Source: an optimization exercise on an open RTL-to-GDS flow (aim: small area). Production flows keep margins and buffers that such runs may drop. Function was checked by simulation only, so behaviour that the tests miss may differ from the original. No activity file was given, so power comes from the tool's default toggle rates.

## hitchhike_tx
module hitchhike_tx(
    clock,
    input_data,
    reset,
    trigger_signal,
    RSS_EN,
    clock_out,
    output_data_rate,
    output_signal,
    ref_signal,
    signal_into_switch
);
input        clock;
input  [9:0] input_data;
input        reset;
input        trigger_signal;
output       RSS_EN;
output       clock_out;
output       output_data_rate;
output       output_signal;
output       ref_signal;
output       signal_into_switch;
reg        ref_r;
reg  [4:0] c25;
reg        clko;
wire       c49    = ref_r & c25[4] & c25[3];           
wire [4:0] c25_t  = {c25_t[3:0] & c25[3:0], ref_r};    
wire [4:0] c25_n  = c49 ? 5'd0 : c25 ^ c25_t;
always @(posedge clock or negedge reset) begin
    if (!reset) begin
        ref_r <= 1'b0;
        c25   <= 5'd0;
        clko  <= 1'b0;
    end else begin
        ref_r <= ~ref_r;
        c25   <= c25_n;
        clko  <= clko ^ c49;
    end
end
reg  [5:0] phase;
reg  [8:0] hi;
reg  [2:0] t;
reg  [1:0] r;
reg  [2:0] bi;
reg        os;
wire rise  = ~ref_r;
wire en    = rise & trigger_signal;
wire clr   = rise & ~trigger_signal;
wire ph_z  = ~|phase[5:1];
wire ph0   = ph_z & ~phase[0];
wire ph1   = ph_z &  phase[0];
wire ph49  = phase[5] & phase[4] & phase[0];           
wire [5:0] ph_t = {ph_t[4:0] & phase[4:0], en};
wire [5:0] phase_n = (clr | (en & ph49)) ? 6'd0 : phase ^ ph_t;
wire s_449  = (hi == 9'd3) & ~t[2] & ~t[0] & r[1] & (&bi);
wire s_6001 = hi[5] & hi[3] & hi[0] & t[1] & ~t[0] & (&bi);
wire s_last = (&hi[8:6]) & (&hi[2:0]) & r[1] & bi[2] & bi[0];
wire se    = en & ph0;                                 
wire sclr  = clr | (se & s_last);
wire [2:0] bi_t = {bi_t[1:0] & bi[1:0], se};
wire bi_c  = bi_t[2] & bi[2];                          
wire r_c   = bi_c & r[1];                              
wire t_c   = r_c & t[2] & ~t[1];                       
wire [8:0] hi_t = {hi_t[7:0] & hi[7:0], t_c};
wire [2:0] bi_n = sclr ? 3'd6 : bi ^ bi_t;
wire [1:0] r_n  = (sclr | r_c) ? 2'd0 : bi_c ? {r[0], ~r[0] & ~r[1]} : r;
wire [2:0] t_n  = sclr ? 3'd0 : r_c ? {t[1:0], ~t[2]} : t;
wire [8:0] hi_n = sclr ? 9'd0 : hi ^ hi_t;
wire os_set = s_449 | (os & ~s_6001);
wire os_n   = clr ? 1'b0 : (se ? os_set : os);
always @(posedge clock or negedge reset) begin
    if (!reset) begin
        phase <= 6'd0;
  ...
clock: 5.0 ns
lec_check: 0
cap_margin: 20
core_margin: 2
core_utilization: 40
slew_margin: 20
standard.sh (not shown) runs the stock make flow with config.mk's settings and CLKGATE_MAP_FILE= SYNTH_SCRIPT=/design/flow/synth_recipe.tcl, a recipe that flattens the netlist after the stock synthesis.
==> flow/flow/run.sh <==
#!/bin/bash
# Layout flow: the standard flow (standard.sh) with these changes:
# - after the standard synthesis, Yosys/ABC re-map the combinational logic
#   for area (flip-flops and their names are kept; the result is checked
#   for equivalence with the standard netlist, and dropped if that fails);
# - ports are buffered with buf_1 instead of the resizer's default choice;
# - clock tree synthesis inserts no dummy loads.
set -euo pipefail
W=$PWD
F=$W/flow
RES=$W/orfs/results/${FLOW_PLATFORM}/hitchhike_tx/base
LIB=$FLOW_HOME/platforms/${FLOW_PLATFORM}/lib/sky130_fd_sc_hd__tt_025C_1v80.lib
Y=$(command -v yosys || echo "$FLOW_HOME/../tools/install/yosys/bin/yosys")

export BUFFER_PORTS_ARGS="-buffer_cell sky130_fd_sc_hd__buf_1"
export CTS_ARGS="-sink_clustering_enable -repair_clock_nets -dont_use_dummy_load -buf_list sky130_fd_sc_hd__clkbuf_8"

bash standard.sh synth > log_synth.txt 2>&1

cp "$RES/1_2_yosys.v" "$W/netlist_standard.v"
DONTUSE=$(grep -o 'cell *( *"\?sky130_fd_sc_hd__\(lpflow_[a-z0-9_]*\|probe[a-z0-9_]*\)' "$LIB" | sed 's/.*(\s*"\?//; s/^/-dont_use /' | sort -u | tr '\n' ' ')
# Several ABC scripts; keep the smallest result that is equivalent.
SCRIPTS=(
  "+strash;dch,-f;amap;strash;dc2;dch,-f;amap;strash;dch,-f;amap;topo"
  "+strash;dch,-f;amap;topo"
  "+strash;dc2;dch,-f;amap;topo"
  "+strash;dch,-f;map,-a;amap;topo"
  "+strash;dch,-f;amap;strash;dch,-f;amap;topo"
)
best=""
best_area=""
for i in "${!SCRIPTS[@]}"; do
  sed -e "s#{LIB}#$LIB#g" -e "s#{IN}#$W/netlist_standard.v#" -e "s#{OUT}#$W/netlist_remap_$i.v#" \
      -e "s#{TOP}#$FLOW_TOP#" -e "s#{DONTUSE}#$DONTUSE#" -e "s#{SCRIPT}#${SCRIPTS[$i]}#" "$F/remap.ys" > "$W/remap_run_$i.ys"
  sed -e "s#{LIB}#$LIB#g" -e "s#{GOLD}#$W/netlist_standard.v#" -e "s#{GATE}#$W/netlist_remap_$i.v#" \
      -e "s#{TOP}#$FLOW_TOP#g" "$F/equiv.ys" > "$W/equiv_run_$i.ys"
  if "$Y" -l "$W/log_remap_$i.txt" -q "$W/remap_run_$i.ys" > /dev/null 2>&1 \
     && "$Y" -l "$W/log_equiv_$i.txt" -q "$W/equiv_run_$i.ys" > /dev/null 2>&1; then
    area=$(grep 'Chip area' "$W/log_remap_$i.txt" | awk '{print $NF}')
    echo "script $i: area $area"
    if [[ -z "$best" ]] || awk "BEGIN{exit !($area < $best_area)}"; then
      best=$i; best_area=$area
    fi
  else
    echo "script $i: failed or not equivalent"
  fi
done
if [[ -n "$best" ]]; then
  cp "$W/netlist_remap_$best.v" "$RES/1_2_yosys.v"
  rm -f "$RES/1_synth.odb" "$RES/1_synth.sdc"
  echo "using re-mapped netlist $best ($best_area um2)"
else
  echo "no re-mapped netlist: using the standard netlist"
fi

bash standard.sh > log_layout.txt 2>&1
Other scripts of this flow, unchanged in this note and not shown: flow/flow/equiv.ys, flow/flow/remap.ys
The starting point produced a clean layout.
==> next run, changes <==
--- a/flow/config.mk
+++ b/flow/config.mk
@@ -10 +10 @@
-export CORE_UTILIZATION = 40
+export CORE_UTILIZATION = 60
The new run completed with no timing, DRC or antenna violations.
Worst setup slack is worse by 0.29 ns.
Total power grows by 0.77%.
Hold slack improved by 0.011 ns.
==> next run, changes <==
--- a/flow/config.mk
+++ b/flow/config.mk
@@ -10 +10,2 @@
-export CORE_UTILIZATION = 60
+export CORE_UTILIZATION = 40
+export GPL_TIMING_DRIVEN = 0
Result: Final area increases by 2.1%. First-iteration DRC count decreases by 19%. Maximum frequency increases by 1.9%. Sequential power stays flat. Final cell count increases by 7.7%.

---

## the reference run
The RTL this note starts from:
==> flow/design.v <==
module hitchhike_tx(
    clock,
    input_data,
    reset,
    trigger_signal,
    RSS_EN,
    clock_out,
    output_data_rate,
    output_signal,
    ref_signal,
    signal_into_switch
);
input        clock;
input  [9:0] input_data;
input        reset;
input        trigger_signal;
output       RSS_EN;
output       clock_out;
output       output_data_rate;
output       output_signal;
output       ref_signal;
output       signal_into_switch;
reg        ref_r;
reg  [4:0] c25;
reg        clko;
wire       c49    = ref_r & c25[4] & c25[3];           
wire [4:0] c25_t  = {c25_t[3:0] & c25[3:0], ref_r};    
wire [4:0] c25_n  = c49 ? 5'd0 : c25 ^ c25_t;
always @(posedge clock or negedge reset) begin
    if (!reset) begin
        ref_r <= 1'b0;
        c25   <= 5'd0;
        clko  <= 1'b0;
    end else begin
        ref_r <= ~ref_r;
        c25   <= c25_n;
        clko  <= clko ^ c49;
    end
end
reg  [5:0] phase;
reg  [8:0] hi;
reg  [2:0] t;
reg  [1:0] r;
reg  [2:0] bi;
reg        os;
wire rise  = ~ref_r;
wire en    = rise & trigger_signal;
wire clr   = rise & ~trigger_signal;
wire ph_z  = ~|phase[5:1];
wire ph0   = ph_z & ~phase[0];
wire ph1   = ph_z &  phase[0];
wire ph49  = phase[5] & phase[4] & phase[0];           
wire [5:0] ph_t = {ph_t[4:0] & phase[4:0], en};
wire [5:0] phase_n = (clr | (en & ph49)) ? 6'd0 : phase ^ ph_t;
wire s_449  = (hi == 9'd3) & ~t[2] & ~t[0] & r[1] & (&bi);
wire s_6001 = hi[5] & hi[3] & hi[0] & t[1] & ~t[0] & (&bi);
wire s_last = (&hi[8:6]) & (&hi[2:0]) & r[1] & bi[2] & bi[0];
wire se    = en & ph0;                                 
wire sclr  = clr | (se & s_last);
wire [2:0] bi_t = {bi_t[1:0] & bi[1:0], se};
wire bi_c  = bi_t[2] & bi[2];                          
wire r_c   = bi_c & r[1];                              
wire t_c   = r_c & t[2] & ~t[1];                       
wire [8:0] hi_t = {hi_t[7:0] & hi[7:0], t_c};
wire [2:0] bi_n = sclr ? 3'd6 : bi ^ bi_t;
wire [1:0] r_n  = (sclr | r_c) ? 2'd0 : bi_c ? {r[0], ~r[0] & ~r[1]} : r;
wire [2:0] t_n  = sclr ? 3'd0 : r_c ? {t[1:0], ~t[2]} : t;
wire [8:0] hi_n = sclr ? 9'd0 : hi ^ hi_t;
wire os_set = s_449 | (os & ~s_6001);
wire os_n   = clr ? 1'b0 : (se ? os_set : os);
always @(posedge clock or negedge reset) begin
    if (!reset) begin
        phase <= 6'd0;
        hi    <= 9'd0;
        t     <= 3'd0;
        r     <= 2'd0;
        bi    <= 3'd6;
        os    <= 1'b0;
    end else begin
        phase <= phase_n;
        hi    <= hi_n;
        t     <= t_n;
        r     <= r_n;
        bi    <= bi_n;
        os    <= os_n;
    end
end
reg  [9:0] pq;                                         
wire tr_p = t[2] & t[0];                               
wire tr_q = t[1] & ~t[0];                              
wire tr_0 = ~t[2] & ~t[0];                             
wire a_bit = (bi == 3'd0) | (bi == 3'd3) | (bi == 3'd6);
wire p_bit = pq[~bi];
wire q_bit = bi[2] & bi[1] & (bi[0] ? pq[8] : pq[9]);
wire fbit  = tr_p ? p_bit : tr_q ? q_bit : tr_0 ? 1'b0 : a_bit;
reg        src;
reg  [6:0] sr;
reg        dr;
wire shift = rise & ph1;
always @(posedge clock) begin
    if (shift) begin
        src <= fbit;
        sr  <= {sr[5:0], src};
    end
    if (rise & ~os & ~(ph0 & s_449))
        pq <= input_data;
end
always @(posedge clock or negedge reset) begin
    if (!reset)
        dr <= 1'b0;
    else if (rise)
        dr <= os & (dr ^ (ph1 & (src ^ sr[3] ^ sr[6])));
end
assign RSS_EN             = 1'b1;
assign ref_signal         = ref_r;
assign clock_out          = clko;
assign output_signal      = os;
assign output_data_rate   = dr;
assign signal_into_switch = os ? ~(ref_r ^ dr) : ref_r;
endmodule
Settings: LEC_CHECK=0, CAP_MARGIN=20, CORE_MARGIN=2, CORE_UTILIZATION=40, SLEW_MARGIN=20; clock period 5.0 ns.
==> flow/flow/run.sh <==
#!/bin/bash
# Layout flow: the standard flow (standard.sh) with these changes:
# - after the standard synthesis, Yosys/ABC re-map the combinational logic
#   for area (flip-flops and their names are kept; the result is checked
#   for equivalence with the standard netlist, and dropped if that fails);
# - ports are buffered with buf_1 instead of the resizer's default choice;
# - clock tree synthesis inserts no dummy loads.
set -euo pipefail
W=$PWD
F=$W/flow
RES=$W/orfs/results/${FLOW_PLATFORM}/hitchhike_tx/base
LIB=$FLOW_HOME/platforms/${FLOW_PLATFORM}/lib/sky130_fd_sc_hd__tt_025C_1v80.lib
Y=$(command -v yosys || echo "$FLOW_HOME/../tools/install/yosys/bin/yosys")

export BUFFER_PORTS_ARGS="-buffer_cell sky130_fd_sc_hd__buf_1"
export CTS_ARGS="-sink_clustering_enable -repair_clock_nets -dont_use_dummy_load -buf_list sky130_fd_sc_hd__clkbuf_8"

bash standard.sh synth > log_synth.txt 2>&1

cp "$RES/1_2_yosys.v" "$W/netlist_standard.v"
DONTUSE=$(grep -o 'cell *( *"\?sky130_fd_sc_hd__\(lpflow_[a-z0-9_]*\|probe[a-z0-9_]*\)' "$LIB" | sed 's/.*(\s*"\?//; s/^/-dont_use /' | sort -u | tr '\n' ' ')
sed -e "s#{LIB}#$LIB#g" -e "s#{IN}#$W/netlist_standard.v#" -e "s#{OUT}#$W/netlist_remap.v#" \
    -e "s#{TOP}#$FLOW_TOP#" -e "s#{DONTUSE}#$DONTUSE#" "$F/remap.ys" > "$W/remap_run.ys"
sed -e "s#{LIB}#$LIB#g" -e "s#{GOLD}#$W/netlist_standard.v#" -e "s#{GATE}#$W/netlist_remap.v#" \
    -e "s#{TOP}#$FLOW_TOP#g" "$F/equiv.ys" > "$W/equiv_run.ys"
if "$Y" -l "$W/log_remap.txt" -q "$W/remap_run.ys" > /dev/null 2>&1 \
   && "$Y" -l "$W/log_equiv.txt" -q "$W/equiv_run.ys" > /dev/null 2>&1; then
    cp "$W/netlist_remap.v" "$RES/1_2_yosys.v"
    rm -f "$RES/1_synth.odb" "$RES/1_synth.sdc"
    echo "using the re-mapped netlist"
else
    echo "re-mapping failed or not equivalent: using the standard netlist"
fi

bash standard.sh > log_layout.txt 2>&1
==> flow/flow/equiv.ys <==
# Check the re-mapped netlist against the standard one.
read_liberty -ignore_miss_func {LIB}
read_verilog {GOLD}
rename {TOP} gold
read_verilog {GATE}
rename {TOP} gate
flatten
opt_clean
async2sync
equiv_make gold gate eq
hierarchy -top eq
equiv_simple -undef
equiv_induct -undef
equiv_status -assert
==> flow/flow/remap.ys <==
# Re-map the combinational logic of the standard synthesis netlist for area.
# Flip-flops (and the tie cell) stay as they are, with their instance names.
read_liberty -ignore_miss_func {LIB}
read_verilog {IN}
hierarchy -top {TOP}
blackbox sky130_fd_sc_hd__df* sky130_fd_sc_hd__edf* sky130_fd_sc_hd__sdf* sky130_fd_sc_hd__conb_1
flatten
opt_clean
abc -liberty {LIB} {DONTUSE} -script +strash;dch,-f;amap;strash;dc2;dch,-f;amap;strash;dch,-f;amap;topo
opt_clean -purge
stat -liberty {LIB}
write_verilog -noattr {OUT}
In summary, the reference run completed successfully, with a layout that passed the timing, DRC and antenna checks.
Inputs modified between the reference run and the trial run:
==> flow/flow/run.sh <==
#!/bin/bash
# The standard ORFS layout (standard.sh, unchanged synthesis) with two changes:
# - ports are buffered with buf_1 instead of the resizer's default choice;
# - clock tree synthesis inserts no dummy loads.
set -euo pipefail
export BUFFER_PORTS_ARGS="-buffer_cell sky130_fd_sc_hd__buf_1"
export CTS_ARGS="-sink_clustering_enable -repair_clock_nets -dont_use_dummy_load -buf_list sky130_fd_sc_hd__clkbuf_8"
bash standard.sh > standard_flow.log 2>&1
removed: flow/flow/equiv.ys
removed: flow/flow/remap.ys
## What came out
- CTS clock-pin slew for the worst setup and hold paths: the trial run vs the reference run, no meaningful difference
- Between the reference run and the trial run, the share of the cycle needed by the critical path after routing is lower for the reference run.
- Of the reference run and the trial run, the higher peak clock frequency supported by timing belongs to the reference run.
- | source-to-sink clock delay at the later pin of the worst-skew pair | the reference run vs the trial run | ≈ equal |
- Of the reference run and the trial run, the run reporting the lower hold slack was the reference run.
- Compared with the reference run, the trial run shows a design area that is 230 um2 higher.
- The reference run consumes more power than the trial run.
- Of the reference run and the trial run, the higher worst supply voltage drop on vdd belongs to the reference run.
- Reported for the reference run and the trial run, largest fanout on the critical path turned out identical to the last digit.
- Cmp the trial run vs the reference run: met3 usage higher in the trial run

---

run A:
// hitchhike_tx: RTL as listed in full above, without the edits since
clock: 5.0 ns
lec_check: 0
cap_margin: 20
core_margin: 2
core_utilization: 40
cts_buf_list: sky130_fd_sc_hd__clkbuf_8
cts_cluster_diameter: 500
cts_cluster_size: 100
slew_margin: 20
run.sh (not shown) runs the stock make flow with config.mk's settings and CLKGATE_MAP_FILE= SYNTH_SCRIPT=/design/flow/synth_recipe.tcl, a recipe that flattens the netlist after the stock synthesis.
Stock flow here: none of the scripts above is used.
### run A -> run B
- CTS_CLUSTER_SIZE: 100 -> unset
- CTS_CLUSTER_DIAMETER: 500 -> unset
- CTS_BUF_LIST: sky130_fd_sc_hd__clkbuf_8 -> unset
[summary]
- Run A has lower detailed-router iteration count before antenna repair than run B.
- Diff run A..run B | fraction of standard cell area that is sequential | unchanged
- Of run B and run A, it is run B that has the higher overall power consumption.
- Compared run A against run B; synthesized area within noise.
- Non-clock buffer count: run A vs run B identical
- ~same data arrival time of the critical path in run B and run A
- Of the two candidates, run A has the better total net switching power and run B the worse one.
- Summary of run B over run A: cell area reported after detailed placement about even; part of the power in the clock network rose 0.3 points.

-- what the ideal ports hide --
The flow's constraints put no driver on any port. The routed layouts listed below were extracted and timed again, unchanged, in two steps.
Step 1: set_driving_cell puts a clkbuf_16 on clock and a buf_2 on each other input, an assumption about the parent block.
Step 2 adds t to the input delays and takes it off the output delays; t is the mean of the earliest and latest rising clock arrival at the registers after step 1. Input paths then give back, and output paths get back, about the clock's delay inside the block.
Slacks: ideal / step 1 / step 2; pairs: ideal / step 1.
| run | t (ns) | slack for setup (ns) | worst slew at a driven data input, ns |
|---|---|---|---|
| the first run of note 1 | 0.308 | 1.359 / 1.359 / 1.230 | 0.03 |
| the second run of note 1 | 0.317 | 1.064 / 1.064 / 1.064 | 0.03 |
| the third run of note 1 | 0.310 | 1.137 / 1.137 / 1.068 | 0.03 |
| the reference run | 0.315 | 1.609 / 1.609 / 1.294 | 0.03 |
| the trial run | 0.318 | 1.073 / 1.073 / 0.818 | 0.03 |
| run A | 0.313 | 0.714 / 0.718 / 0.405 | 0.04 |
| run B | 0.317 | 0.722 / 0.727 / 0.410 | 0.04 |
After both steps every run listed still meets setup and hold. The setup slack of the reference run, which loses most, moves by 0.000 ns with the drivers and by -0.315 ns with both steps.
